This design comes from an exercise in tuning for a short achievable clock period and few clock cycles on the open sky130 flow, not from production work. RTL that was checked went through simulation tests only; none was proved equivalent to the original. Power is estimated from default activity; no workload was simulated.

== garnet ==
Design mips8_cpu, start of the top module:
module mips8_cpu(clk, rst, prog_len, imem_addr, imem_rdata, dmem_addr, dmem_rdata,
                 wb_en, wb_addr, wb_data, done, result);
   input clk;
   input rst;
   input [7:0] prog_len;
   output [7:0] imem_addr;
   input [31:0] imem_rdata;
   output [7:0] dmem_addr;
   input [7:0] dmem_rdata;
   output wb_en;
   output [4:0] wb_addr;
   output [7:0] wb_data;
   output done;
   output [7:0] result;
   localparam NB = 8;
   integer i, ia, ib;
   reg [7:0] len_r;
   always @(posedge clk) len_r <= prog_len;
   reg [7:0] rf [1:31];
   reg [7:0] A;
   reg       halted;
   reg       jrchk;
   reg [7:0] pcI;
   reg       vI;
   reg       predI;    
   reg [NB-1:0] idxI;
   reg       vD;
   reg [4:0] rsD, rtD, destD;
   reg [31:1] rsohD, rtohD;
   reg [7:0] immD, pcD, pc1D, tgtD;
   reg       adduD, sltD, jrD, beqD, bneD, jalD, lwD, addiuD, wenD, useRsD, useRtD;
   reg       pc1_geD;
   reg       sEs, sMs, sWs, sOs, sRs, sEt, sMt, sWt, sOt, sRt;
   reg       hzE, hzM;
   reg       predD;    
   reg       btbD;     
   reg [NB-1:0] idxD;
   reg       vE;
   reg [7:0] opA, opB, pcE, tgtE, next_eqE, next_neE;
   reg       redir_eqE, redir_neE, halt_eqE, halt_neE, tk_eqE, tk_neE;
   reg       sltE, jrE, brE, lwE, wenE;
   reg [4:0] destE;
   reg       predE;
   reg       btbE;
   reg [NB-1:0] idxE;
   reg       mV, mLoad;
   reg [4:0] mDest;
   reg [7:0] mRes;
   reg [7:0] dA;
   reg       wV, wLoad;
   reg [4:0] wDest;
   reg [7:0] wRes;
   reg       oV;
   reg [4:0] oDest;
   reg [7:0] oData;
   reg       done_r;
   reg [7:0] res_r;    
   reg       bv [0:NB-1];
   reg [7:0] btag [0:NB-1];
   reg [7:0] btgt [0:NB-1];
   reg [2:0] brr;
   reg       uAlloc, uInval;
   reg [7:0] uPc, uTgt;
   reg [NB-1:0] uIdx;
   function [8:0] add8;    
      input [7:0] a;
      input [7:0] b;
      input       cin;
      reg [7:0] g, p, g1, p1, g2, p2, g3;
      reg [8:0] c;
      integer n;
      begin
  ...
Size: roughly 2,500 cells after synthesis, about 730 flip-flops.
export LEC_CHECK = 0
export ABC_CLOCK_PERIOD_IN_PS = 1200
export CAP_MARGIN = 20
export CORE_MARGIN = 2
export CORE_UTILIZATION = 40
export PLACE_DENSITY = 0.6
export SETUP_SLACK_MARGIN = 3
export SLEW_MARGIN = 20
create_clock -name core_clock -period 5.0 [get_ports {clk}]
run.sh (not shown) runs the stock make flow with config.mk's settings and CLKGATE_MAP_FILE= SYNTH_SCRIPT=/design/flow/synth_recipe.tcl, a recipe that flattens the netlist after the stock synthesis.
--- input diff garnet..nickel ---
-- flow/config.mk --
<<< garnet, line 6
export NUM_CORES = 4
export LEC_CHECK = 0
export ABC_CLOCK_PERIOD_IN_PS = 1200
export CAP_MARGIN = 20
export CORE_MARGIN = 2
>>> nickel, line 6
export NUM_CORES = 4
export LEC_CHECK = 0
export ABC_CLOCK_PERIOD_IN_PS = 2000
export CAP_MARGIN = 20
export CORE_MARGIN = 2
- nickel | stages: all done | timing, DRC, antenna: all pass
- Diff garnet -> nickel: slew at the pin closest to its max-slew limit comparable; final instance area comparable; met1 routed wirelength after detailed routing comparable.
- Delta (nickel minus garnet): number of antenna-violating nets in the routed design was more or less identical, largest incremental delay on the critical path has remained practically unchanged.
No run of this note included a check of the RTL's function; only the layout flow was run.

* * *

Another version of the RTL of mips8_cpu (not shown whole).
For scale: about 2400 cells after synthesis, ~89 I/O pins, about 30000 um2 of cells after synthesis.
==> flow/design.v (excerpt) <==
module mips8_cpu(clk, rst, prog_len, imem_addr, imem_rdata, dmem_addr, dmem_rdata,
                 wb_en, wb_addr, wb_data, done, result);
   input clk;
   input rst;
   input [7:0] prog_len;
   output [7:0] imem_addr;
   input [31:0] imem_rdata;
   output [7:0] dmem_addr;
   input [7:0] dmem_rdata;
   output wb_en;
   output [4:0] wb_addr;
   output [7:0] wb_data;
   output done;
   output [7:0] result;
   localparam NB = 8;
   integer i;
   reg [7:0] len_r;
   always @(posedge clk) len_r <= prog_len;
   reg [7:0] rf [1:31];
   reg [7:0] A;
   reg       halted;
   reg       jrchk;
   reg [7:0] pcI;
   reg       vI;
   reg       predI;    
   reg [2:0] idxI;
   reg       vD;
   reg [4:0] rsD, rtD, destD;
   reg [31:1] rsohD, rtohD;
   reg [7:0] immD, pcD, pc1D, tgtD;
   reg       adduD, sltD, jrD, beqD, bneD, jalD, lwD, addiuD, wenD, useRsD, useRtD;
   reg       pc1_geD;
   reg       sEs, sMs, sWs, sOs, sRs, sEt, sMt, sWt, sOt, sRt;
   reg       hzE, hzM;
   reg       predD;    
   reg       btbD;     
   reg [2:0] idxD;
   reg       vE;
   reg [7:0] opA, opB, pcE, tgtE, next_eqE, next_neE;
   reg       redir_eqE, redir_neE, halt_eqE, halt_neE, tk_eqE, tk_neE;
   reg       sltE, jrE, brE, lwE, wenE;
   reg [4:0] destE;
   reg       predE;
   reg       btbE;
   reg [2:0] idxE;
   reg       mV, mLoad;
   reg [4:0] mDest;
   reg [7:0] mRes;
   reg [7:0] dA;
   reg       wV, wLoad;
   reg [4:0] wDest;
   reg [7:0] wRes;
   reg       oV;
   reg [4:0] oDest;
   reg [7:0] oData;
   reg       done_r;
   reg       bv [0:NB-1];
   reg [7:0] btag [0:NB-1];
   reg [7:0] btgt [0:NB-1];
   reg [2:0] brr;
   reg       uAlloc, uInval;
   reg [7:0] uPc, uTgt;
   reg [2:0] uIdx;
  ...
clock: 5.0 ns
lec_check: 0
abc_clock_period_in_ps: 2000
cap_margin: 20
core_margin: 2
core_utilization: 40
place_density: 0.6
setup_slack_margin: 3
slew_margin: 20
Next try:
CTS_CLUSTER_DIAMETER = 80   (was default)
CTS_CLUSTER_SIZE = 20   (was default)
Non-clock buffer count rose by 8.
Global-route usage fell by 0.28 points.
Total power fell by 12%.
Function was not checked in any run of this note: the RTL went through the layout flow alone.

* * *

Another version of the RTL of mips8_cpu (not shown whole).
For scale: about 2700 cells after synthesis, ~840 flip-flops, ~89 I/O pins, about 37000 µm² of cells after synthesis.
clock: 5.0 ns
lec_check: 0
cap_margin: 20
core_margin: 2
core_utilization: 40
place_density: 0.6
setup_slack_margin: 3
slew_margin: 20
Then changed:
--- a/flow/config.mk
+++ b/flow/config.mk
@@ -9,4 +9,4 @@
 export CORE_MARGIN = 2
-export CORE_UTILIZATION = 40
-export PLACE_DENSITY = 0.6
+export CORE_UTILIZATION = 60
+export PLACE_DENSITY = 0.75
 export SETUP_SLACK_MARGIN = 3
The new run passed the timing, design-rule and antenna checks.
Power is about the same.
Routed wire length goes down by about 1.7%.
Non-clock buffer count increases by 4.
No run of this note included a check of the RTL's function; only the layout flow was run.

* * *

mips8_cpu, a different RTL version from the one above (not shown whole).
Size in the first run: ~850 flip-flops, ~89 I/O pins, ~37,000 um2 of cells after synthesis.
Design mips8_cpu, start of the top module:
module mips8_cpu(clk, rst, prog_len, imem_addr, imem_rdata, dmem_addr, dmem_rdata,
                 wb_en, wb_addr, wb_data, done, result);
make LEC_CHECK=0 CAP_MARGIN=20 CORE_MARGIN=2 CORE_UTILIZATION=40 PLACE_DENSITY=0.6 SETUP_SLACK_MARGIN=3 SLEW_MARGIN=20 finish   # period 5.0 ns
The first run completed without violations.
Rerun with:
--- a/flow/config.mk
+++ b/flow/config.mk
@@ -10,2 +10,2 @@
-export CORE_UTILIZATION = 40
-export PLACE_DENSITY = 0.6
+export CORE_UTILIZATION = 60
+export PLACE_DENSITY = 0.75
Design area came out lower slightly.
Combinational power came out lower by a few percent.
Register-to-register slack gets worse by 0.10 ns.
Wire length came out lower by a few percent.
Setup slack gets worse by 0.10 ns.
Hold slack gets better by 0.020 ns.
Power came out lower by a few percent.
Function was not checked in any run of this note: the RTL went through the layout flow alone.

* * *

mips8_cpu, a different RTL version from the one above (not shown whole).
Size: ~2400 cells after synthesis, about 89 I/O pins, about 0.030 mm² of cells after synthesis.
make LEC_CHECK=0 ABC_CLOCK_PERIOD_IN_PS=1500 CAP_MARGIN=20 CORE_MARGIN=2 CORE_UTILIZATION=30 PLACE_DENSITY=0.5 SETUP_SLACK_MARGIN=3.5 SLEW_MARGIN=20 finish   # period 5.0 ns
Testbench counts at the start, summed over its fixed seeds: cycles 29,391.
Change:
ABC_CLOCK_PERIOD_IN_PS = 2000   (was 1500)
CORE_UTILIZATION = 40   (was 30)
PLACE_DENSITY = 0.6   (was 0.5)
SETUP_SLACK_MARGIN = 3   (was 3.5)
After rerunning:
- count of clock-buffer cells in the layout fell by 17
- sequential power fell by about 0.7%
- cell count decreases by 9.2%
- setup slack improved by 0.065 ns
- non-clock buffer count came out lower by 66
- fmax goes up by about 2.6%
- worst hold slack is about the same
- cell area decreases by 5.5%

* * *

run 1:
Another version of the RTL of mips8_cpu (not shown whole).
Size: ~2,000 cells after synthesis, roughly 590 flip-flops, roughly 89 I/O pins, roughly 29,000 um^2 of cells after synthesis.
Design mips8_cpu, start of the top module:
module mips8_cpu(clk, rst, prog_len, imem_addr, imem_rdata, dmem_addr, dmem_rdata,
                 wb_en, wb_addr, wb_data, done, result);
   input clk;
   input rst;
   input [7:0] prog_len;
   output [7:0] imem_addr;
   input [31:0] imem_rdata;
   output [7:0] dmem_addr;
   input [7:0] dmem_rdata;
   output wb_en;
   output [4:0] wb_addr;
   output [7:0] wb_data;
   output done;
   output [7:0] result;
   localparam NB = 8;
   integer i;
   reg [7:0] len_r;
   always @(posedge clk) len_r <= prog_len;
   reg [7:0] rf [1:31];
   reg [7:0] A;
   reg       fv;
   reg       halted;
   reg [7:0] pcI;
   reg       vI;
   reg       predI;
   reg [2:0] idxI;
   reg [31:0] IR;
   reg [7:0] pcD;
   reg       vD;
   reg       predD;
   reg [2:0] idxD;
   reg       vE;
   reg [7:0] opA, opB, pcE, pc1E, tgtE;
   reg       tgt_geE, pc1_geE;
   reg       sltE, jrE, beqE, bneE, jalE, lwE, wenE;
   reg [4:0] destE;
   reg       predE;
   reg [2:0] idxE;
   reg       mV, mLoad;
   reg [4:0] mDest;
   reg [7:0] mRes;
   reg [7:0] dA;
   reg       wV, wLoad;
   reg [4:0] wDest;
   reg [7:0] wRes;
   reg       oV;
   reg [4:0] oDest;
   reg [7:0] oData;
   reg       done_r;
   reg       bv [0:NB-1];
   reg [7:0] btag [0:NB-1];
   reg [7:0] btgt [0:NB-1];
   reg [2:0] brr;
   wire [7:0] sum = opA + opB;
   wire       lt  = $signed(opA) < $signed(opB);
   wire [7:0] resE = sltE ? {7'b0, lt} : sum;
   wire       eq  = (opA == opB);
   wire       takenE = jalE | (beqE & eq) | (bneE & ~eq);
   wire       jr_geE = (opA >= len_r);
   wire       haltE = jrE ? jr_geE : (takenE ? tgt_geE : pc1_geE);
   wire       redirE = vE & (jrE | (takenE != predE) | haltE);
   wire [7:0] nextE = jrE ? opA : (takenE ? tgtE : pc1E);
   wire       brE = beqE | bneE | jalE;
   wire [5:0] opD = IR[31:26];
   wire [5:0] fnD = IR[5:0];
   wire [4:0] rsD = IR[25:21];
   wire [4:0] rtD = IR[20:16];
   wire [4:0] rdD = IR[15:11];
   wire [7:0] immD = IR[7:0];
   wire rformD = (opD == 6'b000000);
  ...
export LEC_CHECK = 0
export CAP_MARGIN = 20
export CORE_MARGIN = 2
export CORE_UTILIZATION = 40
export PLACE_DENSITY = 0.6
export SLEW_MARGIN = 20
create_clock -name core_clock -period 5.0 [get_ports {clk}]
Run 1 finished end to end and its layout was clean on timing, DRC and antenna.
Testbench counts of run 1, summed over its fixed seeds: cycles 29,368.
Changes in run 2 relative to run 1:
# run 1
export LEC_CHECK = 0
export CAP_MARGIN = 20
export CORE_MARGIN = 2
export CORE_UTILIZATION = 40
export PLACE_DENSITY = 0.6
export SLEW_MARGIN = 20
create_clock -name core_clock -period 5.0 [get_ports {clk}]
# run 2
export LEC_CHECK = 0
export ABC_CLOCK_PERIOD_IN_PS = 2000
export CAP_MARGIN = 20
export CORE_MARGIN = 2
export CORE_UTILIZATION = 40
export PLACE_DENSITY = 0.6
export SETUP_SLACK_MARGIN = 3
export SLEW_MARGIN = 20
create_clock -name core_clock -period 5.0 [get_ports {clk}]
[summary]
Run 2 completed; timing, DRC and antenna clean. Sequential share of layout area ended up 6.7 points lower on run 2 than on run 1. After synthesis and placement, the instance count of run 2 is above that of run 1. The number of multi-input logic gates on run 1 is in line with that on run 2. Run 2 has finished layout cell area above what run 1 had. Wire length on met1 was higher in the run labelled run 2.
What run 3 does differently from run 2 at the input level:
# run 2
export LEC_CHECK = 0
export ABC_CLOCK_PERIOD_IN_PS = 2000
export CAP_MARGIN = 20
export CORE_MARGIN = 2
export CORE_UTILIZATION = 40
export PLACE_DENSITY = 0.6
export SETUP_SLACK_MARGIN = 3
export SLEW_MARGIN = 20
create_clock -name core_clock -period 5.0 [get_ports {clk}]
# run 3
export LEC_CHECK = 0
export ABC_CLOCK_PERIOD_IN_PS = 2000
export CAP_MARGIN = 20
export CORE_MARGIN = 2
export CORE_UTILIZATION = 40
export PLACE_DENSITY = 0.6
export SETUP_SLACK_MARGIN = 2
export SLEW_MARGIN = 20
create_clock -name core_clock -period 5.0 [get_ports {clk}]
Findings:
- Run 2 ended up with opA[5] as its source of the critical timing path; run 3 ended up with opA[2].
- Run 3 vs run 2, relative max-transition margin went up by 5.4 points.
- | total design power | run 3 vs run 2 | 0.79 mW lower |
- Run 2 reports its cell with the largest stage delay on the worst path as sky130_fd_sc_hd__edfxtp_1 while run 3 reports sky130_fd_sc_hd__or4_4.
- Lower routability congestion estimate from global placement goes to run 2 over run 3.
- Count of cell instances traversed by the critical path (lower): run 3

* * *

Setup of tundra:
mips8_cpu, a different RTL version from the one above (not shown whole).
Size: ~850 flip-flops, ~89 I/O pins.
Design mips8_cpu, start of the top module:
module mips8_cpu(clk, rst, prog_len, imem_addr, imem_rdata, dmem_addr, dmem_rdata,
                 wb_en, wb_addr, wb_data, done, result);
export LEC_CHECK = 0
export CAP_MARGIN = 20
export CORE_MARGIN = 2
export CORE_UTILIZATION = 40
export PLACE_DENSITY = 0.6
export SETUP_SLACK_MARGIN = 2.8
export SLEW_MARGIN = 20
create_clock -name core_clock -period 5.0 [get_ports {clk}]
tundra finished every step from synthesis to the final layout, and the layout passed the timing, design-rule and antenna checks.
Changes in raven relative to tundra:
# tundra
export LEC_CHECK = 0
export CAP_MARGIN = 20
export CORE_MARGIN = 2
export CORE_UTILIZATION = 40
export PLACE_DENSITY = 0.6
export SETUP_SLACK_MARGIN = 2.8
export SLEW_MARGIN = 20
create_clock -name core_clock -period 5.0 [get_ports {clk}]
# raven
export LEC_CHECK = 0
export CAP_MARGIN = 20
export CORE_MARGIN = 2
export CORE_UTILIZATION = 60
export PLACE_DENSITY = 0.75
export SETUP_SLACK_MARGIN = 3
export SLEW_MARGIN = 20
create_clock -name core_clock -period 5.0 [get_ports {clk}]
## What came out
- From tundra to raven the numbers moved as follows: via count shows an increase of 5.6%, length of the first detailed-routing pass in iterations shows a reduction of 2, total routing resource utilization after global routing shows an increase of 10 points, fraction of area in registers shows a reduction of 1.9 points.
- raven against tundra: minimum clock period fell by 79 ps; number of non-clock buffers in the layout +93; utilization went up; proportion of power drawn by combinational gates about even; final worst slack has increased.
- Min insertion delay to the later sink of the worst-skew pair across tundra and raven: raven
- Tap cell count of raven falls short of that of tundra by more than a quarter.
Changes in quartz relative to raven:
# raven
export LEC_CHECK = 0
export CAP_MARGIN = 20
export CORE_MARGIN = 2
export CORE_UTILIZATION = 60
export PLACE_DENSITY = 0.75
export SETUP_SLACK_MARGIN = 3
export SLEW_MARGIN = 20
create_clock -name core_clock -period 5.0 [get_ports {clk}]
# quartz
export LEC_CHECK = 0
export CAP_MARGIN = 20
export CORE_MARGIN = 2
export CORE_UTILIZATION = 40
export PLACE_DENSITY = 0.6
export SETUP_SLACK_MARGIN = 3
export SLEW_MARGIN = 20
create_clock -name core_clock -period 5.0 [get_ports {clk}]
## What came out
- Per the final summary, quartz finished and its layout is clean on timing, DRC and antenna.
- quartz vs. raven: clock latency reported for the late side of the worst-skew pair shows an increase of 30 ps; average wire length per cell after detail routing shows a reduction of 4.0%; count of final hold-check violations shows no meaningful change.
Setup changes, quartz to cedar
# quartz
export LEC_CHECK = 0
export CAP_MARGIN = 20
export CORE_MARGIN = 2
export CORE_UTILIZATION = 40
export PLACE_DENSITY = 0.6
export SETUP_SLACK_MARGIN = 3
export SLEW_MARGIN = 20
create_clock -name core_clock -period 5.0 [get_ports {clk}]
# cedar
export LEC_CHECK = 0
export CAP_MARGIN = 20
export CORE_MARGIN = 2
export CORE_UTILIZATION = 55
export PLACE_DENSITY = 0.7
export SETUP_SLACK_MARGIN = 3.1
export SLEW_MARGIN = 20
create_clock -name core_clock -period 5.0 [get_ports {clk}]
Going from quartz to cedar, internal power summed over all cells went up; part of the cycle the worst path needs has decreased; core utilization up 21 points; detailed placer's ending HPWL lost about 9%; total leakage power has increased.
Compared with quartz, in cedar sequential cell area share decreased 1.2 points; starting utilization of the core area increased 15 points; worst setup slack increased 130 ps; cell area increased 2.5%.
The area added between synthesis and finish in cedar was higher than what quartz gave.
Initial detailed-routing violation count up 423 in cedar wrt quartz
Function was not checked in any run of this note: the RTL went through the layout flow alone.

re-timing with driven ports:
How much do the figures lean on ideal ports? The routed layouts below were timed once more, with nothing changed but the port constraints. Step 1 sets driving cells, clkbuf_16 on the clock port and buf_2 on the other inputs (assumed; they add their load-dependent delay and slew). Step 2 times the ports against the registers' clock, not the clock port: input delays grow and output delays shrink by t, the midpoint of the rising clock arrivals with the driver on. a / b / c = no drivers / after step 1 / after step 2; a / b = the first two.
| run | t, ns | slack for setup (ns) | hold WS [ns] |
|---|---|---|---|
| garnet | 0.716 | 2.492 / 2.492 / 2.034 | 0.316 / 0.316 / 0.316 |
| nickel | 0.716 | 2.492 / 2.492 / 2.034 | 0.316 / 0.316 / 0.316 |
| the first run of note 2 | 0.696 | 2.475 / 2.475 / 1.826 | 0.320 / 0.320 / 0.320 |
| the second run of note 2 | 0.684 | 2.439 / 2.439 / 1.812 | 0.329 / 0.329 / 0.329 |
| the first run of note 3 | 0.716 | 2.577 / 2.577 / 2.011 | 0.304 / 0.304 / 0.304 |
| the second run of note 3 | 0.716 | 2.597 / 2.597 / 1.967 | 0.313 / 0.313 / 0.313 |
| the first run of note 4 | 0.728 | 2.681 / 2.681 / 2.067 | 0.306 / 0.306 / 0.306 |
| the second run of note 4 | 0.705 | 2.580 / 2.580 / 2.088 | 0.326 / 0.326 / 0.326 |
| the first run of note 5 | 0.738 | 2.421 / 2.421 / 2.101 | 0.325 / 0.325 / 0.325 |
| the second run of note 5 | 0.695 | 2.486 / 2.486 / 2.206 | 0.322 / 0.322 / 0.322 |
| run 1 | 0.667 | 1.141 / 1.141 / 1.132 | 0.412 / 0.412 / 0.412 |
| run 2 | 0.673 | 1.958 / 1.958 / 1.958 | 0.420 / 0.420 / 0.420 |
| run 3 | 0.674 | 1.909 / 1.909 / 1.714 | 0.394 / 0.394 / 0.394 |
| tundra | 0.732 | 2.690 / 2.690 / 2.040 | 0.323 / 0.323 / 0.323 |
| raven | 0.714 | 2.769 / 2.769 / 2.158 | 0.306 / 0.306 / 0.306 |
| quartz | 0.744 | 2.606 / 2.606 / 2.174 | 0.310 / 0.310 / 0.310 |
| cedar | 0.703 | 2.735 / 2.735 / 2.212 | 0.323 / 0.323 / 0.323 |
After both steps every run listed still meets setup and hold. For tundra, which loses most, drivers alone change the setup slack by 0.000 ns; drivers and shift together by -0.650 ns.
